What follows belongs to an exercise in optimizing a design on an open flow for a short achievable clock period and few clock cycles; a production flow would make more cautious choices. Only simulation tests tie the RTL to the original design; equivalence was not proved. Power is estimated from default activity; no workload was simulated.

==> design.v <==
module mips(input logic clk, reset, input logic [31:0] rd,
            output logic [31:0] wd, adr, output logic MemWrite);
  localparam int NL = 32;            
  logic [31:0] adr_q, wd_q;
  logic        mw_q;                 
  logic        pf_q;                 
  logic        ld_q;                 
  logic [4:0]  ldrt_q;
  logic [13:2] fpc;                  
  logic [13:2] fpc1;                 
  logic [31:0] ir;                   
  logic        ir_v;
  logic [13:2] ir_pc;
  logic        ir_pt;                
  logic        fill_q;               
  logic [31:0] rf [1:31];
  logic [31:0] c_d   [0:NL-1];
  logic [4:0]  c_tag [0:NL-1];
  logic        c_v   [0:NL-1];
  logic        c_bp  [0:NL-1];       
  assign adr = adr_q;
  assign wd = wd_q;
  assign MemWrite = mw_q;
  logic [5:0]  op, fn;
  logic [4:0]  rs, rt, rdf;
  logic [31:0] a, b, se;
  assign op  = ir[31:26];
  assign rs  = ir[25:21];
  assign rt  = ir[20:16];
  assign rdf = ir[15:11];
  assign fn  = ir[5:0];
  assign se  = {{16{ir[15]}}, ir[15:0]};
  assign a = (rs == 5'd0) ? 32'd0 : rf[rs];
  assign b = (rt == 5'd0) ? 32'd0 : rf[rt];
  logic is_r, is_addi, is_lw, is_sw, is_beq, is_j;
  assign is_r    = op == 6'd0;
  assign is_addi = op == 6'd8;
  assign is_lw   = op == 6'd35;
  assign is_sw   = op == 6'd43;
  assign is_beq  = op == 6'd4;
  assign is_j    = op == 6'd2;
  logic uses_rs, uses_rt, stall, ex;
  assign uses_rs = is_r | is_addi | is_lw | is_sw | is_beq;
  assign uses_rt = is_r | is_sw | is_beq;
  assign stall = ld_q && (ldrt_q != 5'd0) &&
                 ((uses_rs && rs == ldrt_q) || (uses_rt && rt == ldrt_q));
  assign ex = ir_v && !stall;
  logic        sub;
  logic [31:0] sum, agen, rres;
  assign sub  = (fn == 6'h22) || (fn == 6'h2a);
  assign sum  = a + (b ^ {32{sub}}) + {31'd0, sub};
  assign agen = a + se;
  always_comb begin
    case (fn)
      6'h24: rres = a & b;
      6'h25: rres = a | b;
      6'h26: rres = a ^ b;
      6'h27: rres = ~(a | b);
      6'h2a: rres = {31'd0, sum[31]};
      default: rres = sum;
    endcase
  end
  logic        we_a;
  logic [4:0]  wa;
  logic [31:0] wdat;
  assign we_a = ex && ((is_r && rdf != 5'd0) || (is_addi && rt != 5'd0));
  assign wa   = is_r ? rdf : rt;
  assign wdat = is_r ? rres : agen;
  logic        taken, e_redir;
  logic [13:2] e_tgt, btgt;
  assign taken = is_beq && (a == b);
  assign btgt  = ir_pc + 12'd1 + ir[11:0];
  always_comb begin
    e_redir = 1'b0;
    e_tgt = btgt;
    if (ex && is_beq && (taken != ir_pt)) begin
      e_redir = 1'b1;
      e_tgt = taken ? btgt : ir_pc + 12'd1;
    end else if (ex && is_j && !ir_pt) begin
      e_redir = 1'b1;
      e_tgt = ir[11:0];
    end
  end
  logic e_mem;
  assign e_mem = ex && (is_lw || is_sw);
  logic [4:0]  i0, i1;
  logic        ca0, ca1, hit0, hit1;
  logic [31:0] cd0, cd1;
  assign i0  = fpc[6:2];
  assign i1  = fpc1[6:2];
  assign ca0 = fpc[13:12] == 2'b00;
  assign ca1 = fpc1[13:12] == 2'b00;
  assign cd0 = c_d[i0];
  assign cd1 = c_d[i1];
  assign hit0 = ca0 && c_v[i0] && (c_tag[i0] == fpc[11:7]);
  assign hit1 = ca1 && c_v[i1] && (c_tag[i1] == fpc1[11:7]);
  logic        f_avail, f_take, slot_free, p_j, p_b, f_pred, fold;
  logic [31:0] f_ins;
  logic [13:2] f_tgt, fpc_n;
  assign f_avail = pf_q | hit0;
  assign f_ins = hit0 ? cd0 : rd;
  assign slot_free = !ir_v || ex;
  assign f_take = f_avail && slot_free && !e_redir;
  assign p_j = hit0 && cd0[31:26] == 6'd2;
  assign p_b = hit0 && cd0[31:26] == 6'd4 && c_bp[i0];
  assign f_pred = p_j | p_b;
  assign f_tgt = p_j ? cd0[11:0] : fpc1 + cd0[11:0];
  assign fold = hit1 && cd1[31:26] == 6'd2;
  always_comb begin
    if (e_redir) fpc_n = e_tgt;
    else if (f_take) begin
      if (f_pred) fpc_n = f_tgt;
      else if (fold) fpc_n = cd1[11:0];
      else fpc_n = fpc1;
    end else fpc_n = fpc;
  end
  always_ff @(posedge clk, posedge reset) begin
    if (reset) begin
      adr_q <= 32'd0;
      mw_q <= 1'b0;
      pf_q <= 1'b1;
      ld_q <= 1'b0;
      fpc <= 12'd0;
      fpc1 <= 12'd1;
      ir_v <= 1'b0;
      ir_pt <= 1'b0;
      fill_q <= 1'b0;
    end else begin
      fpc <= fpc_n;
      fpc1 <= fpc_n + 12'd1;
      if (e_mem) begin
        adr_q <= agen;
        mw_q <= is_sw;
        ld_q <= is_lw;
        pf_q <= 1'b0;
      end else begin
        adr_q <= {18'd0, fpc_n, 2'b00};
        mw_q <= 1'b0;
        ld_q <= 1'b0;
        pf_q <= 1'b1;
      end
      if (f_take) begin
        ir_v <= 1'b1;
        ir_pt <= f_pred;
      end else if (ex || e_redir) begin
        ir_v <= 1'b0;
      end
      fill_q <= f_take && !hit0 && ca0;
    end
  end
  always_ff @(posedge clk) begin
    if (e_mem) begin
      ldrt_q <= rt;
      wd_q <= b;
    end
    if (f_take) begin
      ir <= f_ins;
      ir_pc <= fpc;
    end
  end
  always_ff @(posedge clk, posedge reset) begin
    if (reset) begin
      for (int i = 1; i < 32; i++) rf[i] <= 32'd0;
    end else begin
      for (int i = 1; i < 32; i++) begin
        if (we_a && wa == 5'(i)) rf[i] <= wdat;
        else if (ld_q && ldrt_q == 5'(i)) rf[i] <= rd;
      end
    end
  end
  logic inval;
  assign inval = mw_q && adr_q[13:12] == 2'b00;
  always_ff @(posedge clk, posedge reset) begin
    if (reset) begin
      for (int i = 0; i < NL; i++) c_v[i] <= 1'b0;
    end else begin
      for (int i = 0; i < NL; i++) begin
        if (inval) c_v[i] <= 1'b0;
        else if (fill_q && ir_pc[6:2] == 5'(i)) c_v[i] <= 1'b1;
      end
    end
  end
  always_ff @(posedge clk) begin
    for (int i = 0; i < NL; i++) begin
      if (fill_q && ir_pc[6:2] == 5'(i)) begin
        c_d[i] <= ir;
        c_tag[i] <= ir_pc[11:7];
      end
      if (ex && is_beq && ir_pc[6:2] == 5'(i)) c_bp[i] <= taken;
      else if (fill_q && ir_pc[6:2] == 5'(i)) c_bp[i] <= (rs == rt);
    end
  end
endmodule
==> flow/run.sh <==
#!/bin/bash
set -euo pipefail
bash standard.sh SETUP_SLACK_MARGIN=13 finish > flow_standard.log 2>&1
==> standard.sh <==
#!/bin/bash
# synth_recipe.tcl (not shown) runs the flow's synth.tcl, then flattens the netlist and writes it again
# the make line also repeats each setting of config.mk as NAME=value (left out here)
make -C /OpenROAD-flow-scripts/flow DESIGN_CONFIG=/design/flow/config.mk WORK_HOME=/design/flow/orfs CLKGATE_MAP_FILE= SYNTH_SCRIPT=/design/flow/synth_recipe.tcl "${@:-finish}"
==> config.mk <==
export PLATFORM = sky130hd
export DESIGN_NAME = mips
export DESIGN_NICKNAME = mips
export VERILOG_FILES = /design/flow/design.v
export SDC_FILE = /design/flow/constraint.sdc
export NUM_CORES = 4
export LEC_CHECK = 0
export CAP_MARGIN = 20
export CELL_PAD_IN_SITES_DETAIL_PLACEMENT = 1
export CELL_PAD_IN_SITES_GLOBAL_PLACEMENT = 2
export CORE_MARGIN = 2
export CORE_UTILIZATION = 27
export PLACE_DENSITY = 0.6
export SLEW_MARGIN = 20
export TNS_END_PERCENT = 5
==> constraint.sdc <==
create_clock -name core_clock -period 18.0 [get_ports {clk}]
set_input_delay 3.6000 -clock core_clock [delete_from_list [all_inputs] [get_ports {clk}]]
set_output_delay 3.6000 -clock core_clock [all_outputs]
set_load 0.01 [all_outputs]
==> results of run 1 <==
metrics by stage:
stage               instance area [um2]   util  total power (uW)
floorplan                        125000      -             12400
global placement                 135000  0.293             17400
detailed placement               135000  0.293             17500
CTS                              150000  0.326             24500
global route                     155000  0.337             26700
finish                           155000  0.338             26200
layout make-up:
| class | instances | area (um2) |
|---|---|---|
| multi-input cells | 8231 | 58700 |
| diodes | 46 | 115 |
| clock inverters | 125 | 1300 |
| flip-flops and latches | 2383 | 66100 |
| clock buffers | 397 | 8190 |
| well taps | 6149 | 7690 |
| repair buffers | 1142 | 12600 |
| fillers | 50200 | 305000 |
| inverters | 133 | 547 |
power by group:
group | leakage [uW] | switching [uW] | total [uW] | internal, uW
sequential | 0.0249 | 1010 | 7660 | 6650
combinational | 0.0289 | 8490 | 12500 | 3970
clock | 0.00466 | 2650 | 6120 | 3470
total | 0.0584 | 12100 | 26200 | 14100
kinds of logic after synthesis:
group           synth area share
fa+ha+maj                 0.0158
buf+inv                   0.0387
flops                      0.530
xor+xnor                 0.00968
simple gates               0.131
mux                       0.0558
compound gates             0.219
flip-flops by register name, indices dropped and copies added (netlist names):
name	count
ldrt_q	5
ld_q	1
fill_q	1
fpc1	12
ir_v	1
rf	992
adr_q	32
wd_q	32
pf_q	1
ir_pc	12
ir	32
mw_q	1
c_tag	160
ir_pt	1
fpc	12
c_d	1024
c_v	32
c_bp	32
per-layer routing:
metal  global-route usage  up-vias
li1                     -    46100
met1                0.430    63700
met2                0.527     9625
met3               0.0948     3108
met4                0.243       38
met5                    0        -
cells in the final DEF, fill, tap and decap left out, types with 330 or more instances in the layout:
master	instances
a211oi_1	507
a21oi_1	931
a22oi_1	1225
buf_4	697
clkbuf_16	330
dfrtp_1	1079
edfxtp_1	1297
mux2i_1	353
nand2_1	816
nor2_1	545
nor2b_1	490
o21ai_0	342
worst max-delay path: cells and delay by family, from the launching register on:
| kind | cells | cell delay (ns) |
|---|---|---|
| AND/OR/NAND/NOR | 4 | 1.75 |
| adder cells (fa/ha/maj) | 1 | 0.19 |
| buffers and inverters | 4 | 1.43 |
| flip-flops | 1 | 0.45 |
| AO/OA/AOI/OAI | 6 | 1.91 |
| multiplexers | 1 | 0.30 |
| XOR/XNOR | 2 | 0.24 |
timing repair:
item | 4_1_cts | 5_1_grt
gates cloned | 27 | 31
setup endpoints to repair | 2052 | 2034
pin swaps | 130 | 162
resized for setup | 609 | 522
endpoints found under the hold margin | 0 | 0
setup buffers | 231 | 212
path summary, 6_finish.rpt:
path	to	slack (ns)	depth (start not counted)	from
hold / removal	ir_pc[13]	0.50	0	fpc[13]
min in group asynchronous	rf[7][2]	3.17	2	reset
setup reg to reg	fpc1[12]	11.51	18	fpc1[5]
setup / recovery	fpc1[12]	11.51	18	fpc1[5]
hold reg to reg	ir_pc[13]	0.50	0	fpc[13]
max in group asynchronous	rf[12][1]	11.92	6	reset
==> notes.md, run 1 <==
* WS Path Type: reg2reg
* Met1 Wirelength at 323000 um
* Setup WS pre-CTS at 7.44 ns
* Die height at between 600 and 700 um
* Final worst slack at roughly 12 ns
* Top_reg_cell synth: edfxtp_1
* Nets at 12.4k
* Crit path cell chain: buf_4 > buf_4 > nand2_1 > nor2_2 > buf_4 > a22o_1 > a211oi_1 > a41oi_1 > xor2_1 > a21oi_1 > nand3_4 > mux2i_1 > a221o_1 > a21oi_4 > ha_4 > inv_6 > nor4_4 > xnor2_1
* Startpoint Class: register
* RSZ-0062 raised after global routing: true
* HP Class: reg2reg
* Overflow after GRT at 0
* Clock-pin slew on the worst setup and hold paths at around 0.07 ns
* Drt drc at 0
* Initial core utilization at 0.271
* Dpl hpwl at 522000 um
* CTS tree: built
* Worst hold slack at between 0.4 and 0.5 ns
* # port buffers at 98
* Routed len/inst at 46.3 um
* WL met3 at 95400 um
* Synth cell types at 111
* DRT Pass-1 Iters at 12
* DR top layer: met5
* Clock root buffer master: clkbuf_16
* Vias/cell at 6.59
* F_max at 154 MHz
* Layout Area Growth over Synthesis at 24.5%
* Critical Path AT at 7.35 ns
* Post-synth top area cell: edfxtp_1
* Leak at 0.0584 uW
* Netlist Area Pre-Place at 125000 um2
* Cells after Synth at 11.8k
* Via count at 123k
* I/O pin count at 99
* Headroom to the max-slew limit at -0.140
* WL met2 at 368000 um
* Global-route wire length before repair at 1120000 um
* Post-synth EDFFs at around 1.3k
* Detailed Route Iter0 Violations at 20.6k
* Yosys reg bits at 2383
* Tcrit/Tclk final at 0.360
* Crit path max fanout at 21
* Synth top cells by count: edfxtp_1 (1297), a22oi_1 (1233), dfrtp_1 (1084)
* Final min period at 6.49 ns
* TritonCTS Sinks at 2383
* Vias in the first global route at 118k
* Synth Net Count at about 12k
* Antenna-violating nets left at 0
* Row cnt at approximately 250
* Fin cells at 18.6k
* Drt total wl at 861000 um
* Most frequent cell after synthesis: edfxtp_1
* Cell Count Post-Placement at 17.5k
* Final TNS setup at 0 ns
* Avg Cell Area, Syn at 10.5 um2
* CP peak stage delay at 0.61 ns
* Synth warn at 38
* Die Width at 684 um
* Seq/Total Area, Yosys at 0.530
* CP required at ~19 ns
* Die area at 467000 um2
* Slowest CP cell: buf_4
* Hold Violations, Final at 0
* Clk_skew at 0.0557 ns
* Initial antenna violation count at 91
* Post-CTS Hold Buffers at 0
* Final Setup Violations at 0
* CTS max path bufs at 4
* CP endpoint kind: register
* Most Frequent Cell on Critical Path: buf_4
* Gr usage total at 0.348
* GPL Wtd Cong at roughly 1
* Ys async rst share at 0.456
* Clock Latency Late Sink at 1.01 ns
* Pwr per Cell Area at 169 nW/um2
* Synth top area share at 0.312
* Failed Checks: capacitance limit, slew limit
* Status: failed layout checks
* Worst slew pin tran at 1.71 ns
* Core area at ~460000 um2
* Max_cap viols at 1
* Total CTS buffers at between 200 and 300
* Synth area leaders: edfxtp_1 (31%), dfrtp_1 (22%), a22oi_1 (7.4%)
* Fraction of layout cells with a size suffix above 1 at 0.208
* Htree depth at 5
* Largest net degree at the start of global routing at between 100 and 150
* VDD IR max at 141 uV
* Final Max Slew Viols at 11
Testbench counts, summed over its fixed seeds: cycles 74,699.
==> inputs of run 2 (changes only) <==
==> flow/run.sh (replaced) <==
#!/bin/bash
set -euo pipefail
bash standard.sh SETUP_SLACK_MARGIN=13 SKIP_GATE_CLONING=1 finish > flow_standard.log 2>&1
--- a/config.mk
+++ b/config.mk
@@ -5,11 +5,11 @@
 export SDC_FILE = /design/flow/constraint.sdc
 export NUM_CORES = 4
 export LEC_CHECK = 0
-export CAP_MARGIN = 20
+export CAP_MARGIN = 45
 export CELL_PAD_IN_SITES_DETAIL_PLACEMENT = 1
 export CELL_PAD_IN_SITES_GLOBAL_PLACEMENT = 2
 export CORE_MARGIN = 2
 export CORE_UTILIZATION = 27
 export PLACE_DENSITY = 0.6
-export SLEW_MARGIN = 20
+export SLEW_MARGIN = 45
 export TNS_END_PERCENT = 5
==> run 2 against run 1 <==
- the run now finishes clean
- flip-flop and latch count unchanged
- non-clock buffer count decreased by 40
- clock power increased by 0.7%
- maximum frequency increased by 0.43%
- synthesized area unchanged
- wire length decreased by 0.87%
- die area unchanged
- critical path type unchanged
- critical endpoint is now fpc1[13]
==> notes.md, run 2 <==
* Psw at 12100 uW (about the same)
* Largest net degree at the start of global routing at 134 (was 140)
* Final min period at 6.46 ns (was 6.49 ns)
* R2R Path Start: ir[21] (was fpc1[5])
* Grt peak-use layer: met2 (unchanged)
* Hold path startpoint: fpc[13] (unchanged)
* Hold-critical path depth at 0 (unchanged)
* RR Endpoint: fpc1[13] (was fpc1[12])
* Met1 Usage GRT at 0.433 (was 0.430)
* Worst slew pin tran at 0.946 ns (was 1.71 ns)
* Commonest non-fill, non-tap cell in the layout: edfxtp_1 (unchanged)
* Synth cell types at 111 (unchanged)
* Seq pwr share at 0.293 (was 0.292)
* Clk_skew at 0.0418 ns (was 0.0557 ns)
* Vias in the first global route at 118k (about the same)
* Core area at 460000 um2 (unchanged)
* Die Width at 684 um (unchanged)
* Leak at 0.0583 uW (was 0.0584 uW)
* Cells after Synth at 11.8k (unchanged)
* Synth Net Count at 12.0k (unchanged)
* CP endpoint kind: register (unchanged)
* Dpl hpwl at 528000 um (was 522000 um)
* Nets at 12.3k (was 12.4k)
* TritonCTS Sinks at 2383 (unchanged)
* DRT Pass-1 Iters at 10 (was 12)
* Max FFs per register at 1024 (unchanged)
* GPL Wtd Cong at 1.00 (unchanged)
* Top_reg_cell synth: edfxtp_1 (unchanged)
* Initial core utilization at 0.271 (unchanged)
* # fillers at 50.2k (about the same)
* Synth top cells by count: edfxtp_1 (1297), a22oi_1 (1233), dfrtp_1 (1084) (unchanged)
* Max_cap viols at 0 (was 1)
* Crit path from: ir[21] (was fpc1[5])
* Routed len/inst at 45.9 um (was 46.3 um)
* Synth warn at 38 (unchanged)
* CP peak stage delay at 0.54 ns (was 0.61 ns)
* DP Area at 136000 um2 (was 135000 um2)
* Detailed Route Iter0 Violations at 20.5k (was 20.6k)
* Tcrit/Tclk final at 0.359 (was 0.360)
* Overflow after GRT at 0 (unchanged)
* Initial antenna violation count at 98 (was 91)
* Internal power at 14000 uW (was 14100 uW)
* Layout Area Growth over Synthesis at 24.3% (was 24.5%)
* Htree depth at 5 (unchanged)
* Headroom to the max-slew limit at 0.369 (was -0.140)
* Biggest register: c_d (unchanged)
* Largest family of logic cells by synthesized area: compound AO/OA/AOI/OAI gates (unchanged)
* Slowest CP cell: nand4_1 (was buf_4)
* Hold Violations, Final at 0 (unchanged)
* Most frequent cells in the layout: edfxtp_1 (1297), a22oi_1 (1220), dfrtp_1 (1079), a21oi_1 (995), nand2_1 (823) (was edfxtp_1 (1297), a22oi_1 (1225), dfrtp_1 (1079), a21oi_1 (931), nand2_1 (816))
* Post-synth EDFFs at 1297 (unchanged)
* Switching Share at 0.462 (was 0.463)
* CTS tree: built (unchanged)
* Yosys reg bits at 2383 (unchanged)
* CP required at 18.86 ns (about the same)
* Fraction of layout cells with a size suffix above 1 at 0.202 (was 0.208)
* Setup WS pre-CTS at 8.07 ns (was 7.44 ns)
* Final worst slack at 11.54 ns (was 11.51 ns)
* Seq/Total Area, Yosys at 0.530 (unchanged)
* Global-route wire length before repair at 1110000 um (was 1120000 um)
* Crit path cell chain: buf_12 > buf_12 > nand2b_4 > nor2_4 > buf_4 > buf_12 > a22oi_1 > nand3_1 > nor3_1 > a22o_1 > ha_1 > nor4_4 > nand4_1 > nor2_4 > xor2_2 > nand2_2 > nand2_4 > buf_4 > buf_4 > o41ai_1 > or3_4 > nand4_1 > nor4_2 > xnor2_1 (was buf_4 > buf_4 > nand2_1 > nor2_2 > buf_4 > a22o_1 > a211oi_1 > a41oi_1 > xor2_1 > a21oi_1 > nand3_4 > mux2i_1 > a221o_1 > a21oi_4 > ha_4 > inv_6 > nor4_4 > xnor2_1)
* Ys async rst share at 0.456 (unchanged)
* RSZ-0062 raised after global routing: true (unchanged)
* Clock Latency Late Sink at 1.00 ns (was 1.01 ns)
* Met3 usage at 0.0910 (was 0.0948)
* CTS max path bufs at 4 (unchanged)
* Crit path max fanout at 18 (was 21)
* HP Class: reg2reg (unchanged)
* Synth top area share at 0.312 (unchanged)
* Drt drc at 0 (unchanged)
* Synth Area in XOR/XNOR at 0.00968 (unchanged)
* Total power draw at 26100 uW (was 26200 uW)
* Final TNS setup at 0 ns (unchanged)
* Comb pwr share at 0.470 (was 0.475)
* Synth area leaders: edfxtp_1 (31%), dfrtp_1 (22%), a22oi_1 (7.4%) (unchanged)
* Clock share of power at 0.236 (was 0.233)
* Complex-gate fraction of the synthesized area at 0.219 (unchanged)
* Clock root buffer master: clkbuf_16 (unchanged)
* Antenna-violating nets left at 0 (unchanged)
* I/O pin count at 99 (unchanged)
* F_max at 155 MHz (was 154 MHz)
* Gr usage total at 0.347 (was 0.348)
* Status: no timing/DRC/antenna violations (was failed layout checks)
* GR Util met2 at 0.526 (was 0.527)
* Mux contribution to synthesized area at 0.0558 (unchanged)
* Clock-pin slew on the worst setup and hold paths at 0.07 ns (about the same)
* Startpoint Class: register (unchanged)
* Largest registers: c_d: 1024 flops, rf: 992 flops, c_tag: 160 flops (unchanged)
* VDD IR max at 165 uV (was 141 uV)
* Post-Synth Simple-Gate Area at 0.131 (unchanged)
* Row cnt at 249 (unchanged)
* Post-route cell area at 155000 um2 (about the same)
* # port buffers at 98 (unchanged)
* Final Max Slew Viols at 0 (was 11)
* Via count at 122k (was 123k)
* Netlist Area Pre-Place at 125000 um2 (unchanged)
* Die height at 684 um (unchanged)
* Die area at 467000 um2 (unchanged)
* Drt total wl at 853000 um (was 861000 um)
* Post-synth top area cell: edfxtp_1 (unchanged)
* Avg Cell Area, Syn at 10.5 um2 (unchanged)
* Final Util at 0.337 (was 0.338)
* Reg-to-reg slack, setup at 11.54 ns (was 11.51 ns)
* Pwr per Cell Area at 168 nW/um2 (was 169 nW/um2)
* WS Path Type: reg2reg (unchanged)
* Final Setup Violations at 0 (unchanged)
* Total CTS buffers at 299 (was 296)
* Adder-Cell Fraction of Synth Area at 0.0158 (unchanged)
* FF-to-FF path depth at 24 (was 18)
* Critical Path AT at 7.32 ns (was 7.35 ns)
* Most frequent cell after synthesis: edfxtp_1 (unchanged)
* Hold worst-path end: ir_pc[13] (unchanged)
* Vias/cell at 6.58 (was 6.59)
==> run 2: timing repair <==
item | in CTS | in global routing
hold buffers | 0 | 0
cloned | 0 | 0
gates resized for setup | 620 | 363
setup buffers | 226 | 184
pin swaps | 132 | 146
setup endpoints to repair | 1910 | 1826
==> run 2: final cells by class <==
| class | instances | area, um2 | area share |
|---|---|---|---|
| well taps | 6149 | 7690 | 0.0496 |
| repair buffers | 1102 | 12500 | 0.0804 |
| clock buffers | 398 | 8390 | 0.0541 |
| clock inverters | 137 | 1240 | 0.00801 |
| inverters | 133 | 532 | 0.00343 |
| multi-input cells | 8228 | 58400 | 0.377 |
| flip-flops and latches | 2383 | 66100 | 0.427 |
| diodes | 42 | 105 | 0.000678 |
==> run 2: layer usage <==
| layer | vias up | share of wire | wire length, um |
|---|---|---|---|
| met3 | 2987 | 0.11 | 95700 |
| met4 | 38 | 0.083 | 70900 |
| met5 | - | 0.00033 | 281 |
| met2 | 9751 | 0.43 | 367000 |
| met1 | 63300 | 0.37 | 319000 |
| li1 | 46000 | - | - |
==> run 2: cells by family after synthesis <==
logic type,after synthesis
muxes,656
DFF,2383
xor gates and xnor gates,137
buffers and inverters,1228
adders and majority gates,159
AOI/OAI and AO/OA,3994
and+or+nand+nor,3282
==> run 2: per-stage QoR <==
step                hold WS, ns  instances
floorplan                 0.420      11800
global placement          0.493      17500
detailed placement        0.487      17600
CTS                       0.494      18300
global route              0.513      18500
finish                    0.492      18600
==> run 2: power groups by stage <==
stage                     sequential, uW  clock, uW  combinational (uW)
after floorplan                     7220          0                5200
after global placement              7690          0                9670
after detailed placement            7670          0                9930
after CTS                           7570       6200               10700
after global routing                7640       6400               12500
final                               7660       6160               12300
==> run 2: critical path: cells and delay by family (launching register included) <==
family	cells	cell delay (ns)
flops	1	0.45
simple gates	12	3.02
compound gates	3	0.83
xor+xnor	2	0.22
fa+ha+maj	1	0.36
buf+inv	6	1.38
==> run 2: worst max path at each step <==
stage,end,slack [ns],cells past startpoint
5_1_grt,fpc1[13],11.55,33
3_3_place_gp,fpc1[13],7.45,28
3_5_place_dp,fpc1[13],8.07,28
2_1_floorplan,adr_q[0],-0.58,1
6_report,fpc1[13],11.54,24
4_1_cts,rf[19][28],11.62,27

re-timing with driven ports:
How much do the figures lean on ideal ports? The routed layouts below were timed once more, with nothing changed but the port constraints. Step 1, drivers: a clkbuf_16 drives clk and a buf_2 each remaining input, both assumed. Step 2 times the ports against the registers' clock, not the clock port: input delays grow and output delays shrink by t, the midpoint of the rising clock arrivals with the driver on. a / b / c = ideal ports / drivers / drivers and shift; a / b = the first two.
| run | t, ns | setup slack, ns | slew at the worst register clock pin (ns) |
|---|---|---|---|
| run 1 | 1.119 | 11.513 / 11.513 / 10.911 | 0.07 / 0.07 |
| run 2 | 1.106 | 11.541 / 11.541 / 11.141 | 0.07 / 0.07 |
For run 1, which loses most, drivers alone change the setup slack by 0.000 ns; drivers and shift together by -0.602 ns. The worst setup slack also covers recovery checks on asynchronous resets.
